Background: an optimization exercise with open tools, aiming at small area. Do not read the settings as production practice.
The RTL was checked by simulation tests, not by an equivalence proof against the original design.
No activity file was given, so power comes from the tool's default toggle rates.

delta:
==> module Project2_top, before the edit <==
module Project2_top( Clk_10M, reset, HEX0, HEX1, HEX2, HEX3, HEX4, HEX5, KEY, LEDR, SW);
	input 		      Clk_10M;
	input 		      reset;
	output     [7:0]  HEX0, HEX1, HEX2, HEX3, HEX4, HEX5;
	input	     [1:0]  KEY;
	output     [9:0]  LEDR;
	input      [9:0]  SW;
	reg         deltaKEY;
	wire        tick_1K;
	reg  [1:0]  state;
	wire [8:0]  countdown;
	reg  [2:0]  shifted;
	wire        endCD;
	reg  [19:0] BCDHighScore;
	wire [19:0] BCDCurrentScore;
	wire [19:0] DISPLAY;
	wire s0 = (state == 2'd0);
	wire s1 = (state == 2'd1);
	wire s2 = (state == 2'd2);
	wire s3 = (state == 2'd3);
	Clock_divider cdiv1(Clk_10M, reset, tick_1K);
	LFSR rand1(Clk_10M, reset, tick_1K, s1, countdown);
	always @ (posedge Clk_10M)
	begin
		if(reset)
			shifted <= 0;
		else if(!countdown[8])
			shifted <= countdown[7:5];
	end
	Count_down cdow1(Clk_10M, reset, tick_1K, countdown, s1, s2, endCD);
	Count_up   cup1(Clk_10M, reset, tick_1K, s2, s3, BCDCurrentScore);
	assign DISPLAY = SW[9] ? BCDHighScore : BCDCurrentScore;
	Seven_Seg SS0(DISPLAY[ 3: 0], s1, HEX0[6:0]);
	Seven_Seg SS1(DISPLAY[ 7: 4], s1, HEX1[6:0]);
	Seven_Seg SS2(DISPLAY[11: 8], s1, HEX2[6:0]);
	Seven_Seg SS3(DISPLAY[15:12], s1, HEX3[6:0]);
	Seven_Seg SS4(DISPLAY[19:16], s1, HEX4[6:0]);
	assign HEX0[7] = 1'b1;
	assign HEX1[7] = 1'b1;
	assign HEX2[7] = 1'b1;
	assign HEX3[7] = ~s1;
	assign HEX4[7] = 1'b1;
	assign HEX5 = {1'b1, ~state[1], state[1] | state[0], state[0],
	               ~state[1] & state[0], state[1] & ~state[0], 1'b0,
	               ~state[1] & state[0]};
	wire [7:0] led1h = 8'd1 << shifted;
	assign LEDR = {2'b00, s3 ? led1h : 8'd0};
	wire swled = |(SW[7:0] & led1h);
	wire cur_zero = (BCDCurrentScore == 20'd0);
	reg     best_gt;
	integer k;
	always @ (*)
	begin
		best_gt = 1'b0;
		for (k = 0; k < 20; k = k + 1)
			best_gt = (BCDHighScore[k] & ~BCDCurrentScore[k]) |
			          (~(BCDHighScore[k] ^ BCDCurrentScore[k]) & best_gt);
	end
	wire ld_best = !reset && KEY[1] && (s0 || (s3 && swled && best_gt));
	always @ (posedge Clk_10M)
	begin
		if(ld_best)
			BCDHighScore <= BCDCurrentScore | (cur_zero ? 20'h1869F : 20'h0);
	end
	always @ (posedge Clk_10M)
	begin
		if(reset)
		begin
			state    <= 0;
			deltaKEY <= 0;
		end
		else if (!KEY[1])
			state <= 1;
		else if(s0)
			state <= 1;
		else if(s1)
		begin
			if(!KEY[0])
				deltaKEY <= 1;
			else if(deltaKEY)
			begin
				deltaKEY <= 0;
				state    <= 2;
			end
		end
		else if(s2)
		begin
			if(endCD && !swled)
				state <= 3;
		end
		else
		begin
			if(swled)
				state <= 1;
		end
	end
endmodule
clock: 10.0 ns
lec_check: 0
cap_margin: 20
core_margin: 2
core_utilization: 65
slew_margin: 20
standard.sh (not shown) runs the stock make flow with config.mk's settings and CLKGATE_MAP_FILE= SYNTH_SCRIPT=/design/flow/synth_recipe.tcl, a recipe that flattens the netlist after the stock synthesis.
==> flow/flow/run.sh <==
#!/bin/bash
# Own layout flow: the standard ORFS flow, with
#  - an area-oriented synthesis: ORFS's synth.tcl without the half/full adder
#    extraction and with area ABC scripts (flow/s*.script); each script is run
#    and the smallest netlist whose registers (names and cells) are exactly the
#    standard synthesis's is used, else the standard netlist,
#  - the smallest buffer (buf_1) on every input and output port,
#  - a clock tree of small clock buffers without dummy loads,
#  - one tie cell per constant instead of one per load.
# Every tool writes its full output to a log file in the work folder.
set -euo pipefail
W=$(pwd)
F=$W/flow
R=$W/orfs/results/$FLOW_PLATFORM/Project2_top/base

# 1. the standard synthesis (the reference for the register names and cells)
bash standard.sh synth > $W/log_1_std_synth.txt 2>&1
cp $R/1_2_yosys.v $W/std_1_2_yosys.v

regs() { grep -oE '^\s*sky130_fd_sc_hd__(df|edf|sdf|dl)[a-z0-9_]* +[^ (]+' "$1" | awk '{print $1, $2}' | sort; }
regs $W/std_1_2_yosys.v > $W/std_regs.txt

# 2. our own synthesis of the same design, once per ABC script
sed -e 's/\[env_var_exists_and_non_empty ADDER_MAP_FILE\] &&/0 \&\&/' \
    -e 's#log_cmd abc {\*}$abc_args#log_cmd abc {*}[lreplace $abc_args 1 1 $::env(OWN_ABC_SCRIPT)]#' \
    $FLOW_HOME/scripts/synth.tcl > $W/own_synth.tcl
grep -q "0 &&" $W/own_synth.tcl
grep -q "OWN_ABC_SCRIPT" $W/own_synth.tcl
sed "s#source \$::env(SCRIPTS_DIR)/synth.tcl#source $W/own_synth.tcl#" $W/synth_recipe.tcl > $W/own_synth_recipe.tcl
grep -q own_synth.tcl $W/own_synth_recipe.tcl
for S in $F/s*.script; do
  n=$(basename $S .script)
  mkdir -p $W/own_$n
  ( OWN_ABC_SCRIPT=$S make -C $FLOW_HOME DESIGN_CONFIG=$W/config.mk WORK_HOME=$W/own_$n CLKGATE_MAP_FILE= \
      SYNTH_SCRIPT=$W/own_synth_recipe.tcl synth > $W/log_2_own_synth_$n.txt 2>&1 || true ) &
done
wait
best=""; best_area=""
: > $W/log_3_netlist_choice.txt
for S in $F/s*.script; do
  n=$(basename $S .script)
  V=$W/own_$n/results/$FLOW_PLATFORM/Project2_top/base/1_2_yosys.v
  ST=$W/own_$n/reports/$FLOW_PLATFORM/Project2_top/base/synth_stat.txt
  [[ -s $V && -s $ST ]] || { echo "$n: failed" >> $W/log_3_netlist_choice.txt; continue; }
  a=$(grep 'Chip area for module' $ST | awk '{print $NF}')
  if [[ "$(regs $V)" != "$(cat $W/std_regs.txt)" ]]; then echo "$n: $a registers differ" >> $W/log_3_netlist_choice.txt; continue; fi
  echo "$n: $a" >> $W/log_3_netlist_choice.txt
  if [[ -z "$best" ]] || awk -v a=$a -v b=$best_area 'BEGIN{exit !(a<b)}'; then best=$V; best_area=$a; fi
done
if [[ -n "$best" && -s $W/std_regs.txt ]]; then
  echo "using $best ($best_area)" >> $W/log_3_netlist_choice.txt
  cp $best $R/1_2_yosys.v
  rm -f $R/1_synth.odb $R/1_synth.sdc
else
  echo "using the standard netlist" >> $W/log_3_netlist_choice.txt
fi

# 3. the rest of the standard flow
export BUFFER_PORTS_ARGS="-buffer_cell sky130_fd_sc_hd__buf_1"
export CTS_ARGS="$(cat $F/cts_args.txt)"
export SKIP_REPAIR_TIE_FANOUT=1
bash standard.sh finish > $W/log_4_layout.txt 2>&1
Other scripts of this flow, unchanged in this note and not shown: flow/flow/cts_args.txt, flow/flow/s0.script, flow/flow/s1.script, flow/flow/s2.script, flow/flow/s3.script
For beta, these inputs were changed with respect to delta:
diff --git a/flow/design.v b/flow/design.v
--- a/flow/design.v
+++ b/flow/design.v
@@ -146,12 +146,15 @@
 	wire s3 = (state == 2'd3);
 	Clock_divider cdiv1(Clk_10M, reset, tick_1K);
 	LFSR rand1(Clk_10M, reset, tick_1K, s1, countdown);
-	always @ (posedge Clk_10M)
-	begin
-		if(reset)
-			shifted <= 0;
-		else if(!countdown[8])
-			shifted <= countdown[7:5];
+	reg  [8:0] hist;
+	integer    j;
+	always @ (*)
+	begin
+		hist = countdown;
+		for (j = 0; j < 9; j = j + 1)
+			if (hist[8])
+				hist = {hist[0] ^ hist[5], hist[8:1]};
+		shifted = hist[7:5];
 	end
 	Count_down cdow1(Clk_10M, reset, tick_1K, countdown, s1, s2, endCD);
 	Count_up   cup1(Clk_10M, reset, tick_1K, s2, s3, BCDCurrentScore);
==> comparison <==
The higher first-iteration DRC count of delta and beta is in beta.
The final reports for beta and delta show total number of clock tree sinks lower in the former.
delta and beta ended up with nearly the same total instance count after detailed placement.
Diff delta -> beta: final routed wirelength across all metal layers increased by about 4.5% relative to the old numbers; fraction of area in non-clock buffers stayed essentially flat; arrival time of the worst setup path went down; delay of the slowest critical-path stage roughly the same; peak clock frequency supported by timing shows an increase of 4.8 MHz.
In the reports for delta and beta, the smaller floorplan die height belongs to beta.
On total power: between delta and beta, it ends up higher for delta.
The higher maximum number of pins on one net before global-route repair came out of delta.
delta and beta ended up with nearly the same logic gate share of total power.
Post-layout worst setup margin: beta vs delta up 0.24 ns
Run comparison: beta leading cell type in the layout, fill and taps excluded sky130_fd_sc_hd__nor2_1; delta leading cell type in the layout, fill and taps excluded sky130_fd_sc_hd__clkinv_1

## separate check: timing with driven ports
No port has a modelled driver above. Below, the same layouts with a new extraction and two added sets of constraints. Step 1: set_driving_cell puts a clkbuf_16 on Clk_10M and a buf_2 on each other input, an assumption about the parent block. Step 2 adds t to the input delays and takes it off the output delays; t is the mean of the earliest and latest rising clock arrival at the registers after step 1. Input paths then give back, and output paths get back, about the clock's delay inside the block. a / b / c = ideal ports / drivers / drivers and shift; a / b = the first two.
run	shift t [ns]	setup slack, ns	worst setup path at the end	pins driven straight from the clock port
delta	0.431	2.761 / 2.728 / 2.728	input to output	1
beta	0.423	3.003 / 2.979 / 2.979	input to output	1
After both steps setup and hold are still met in every run listed. For delta, which loses most, drivers alone change the setup slack by -0.033 ns; drivers and shift together by -0.033 ns.
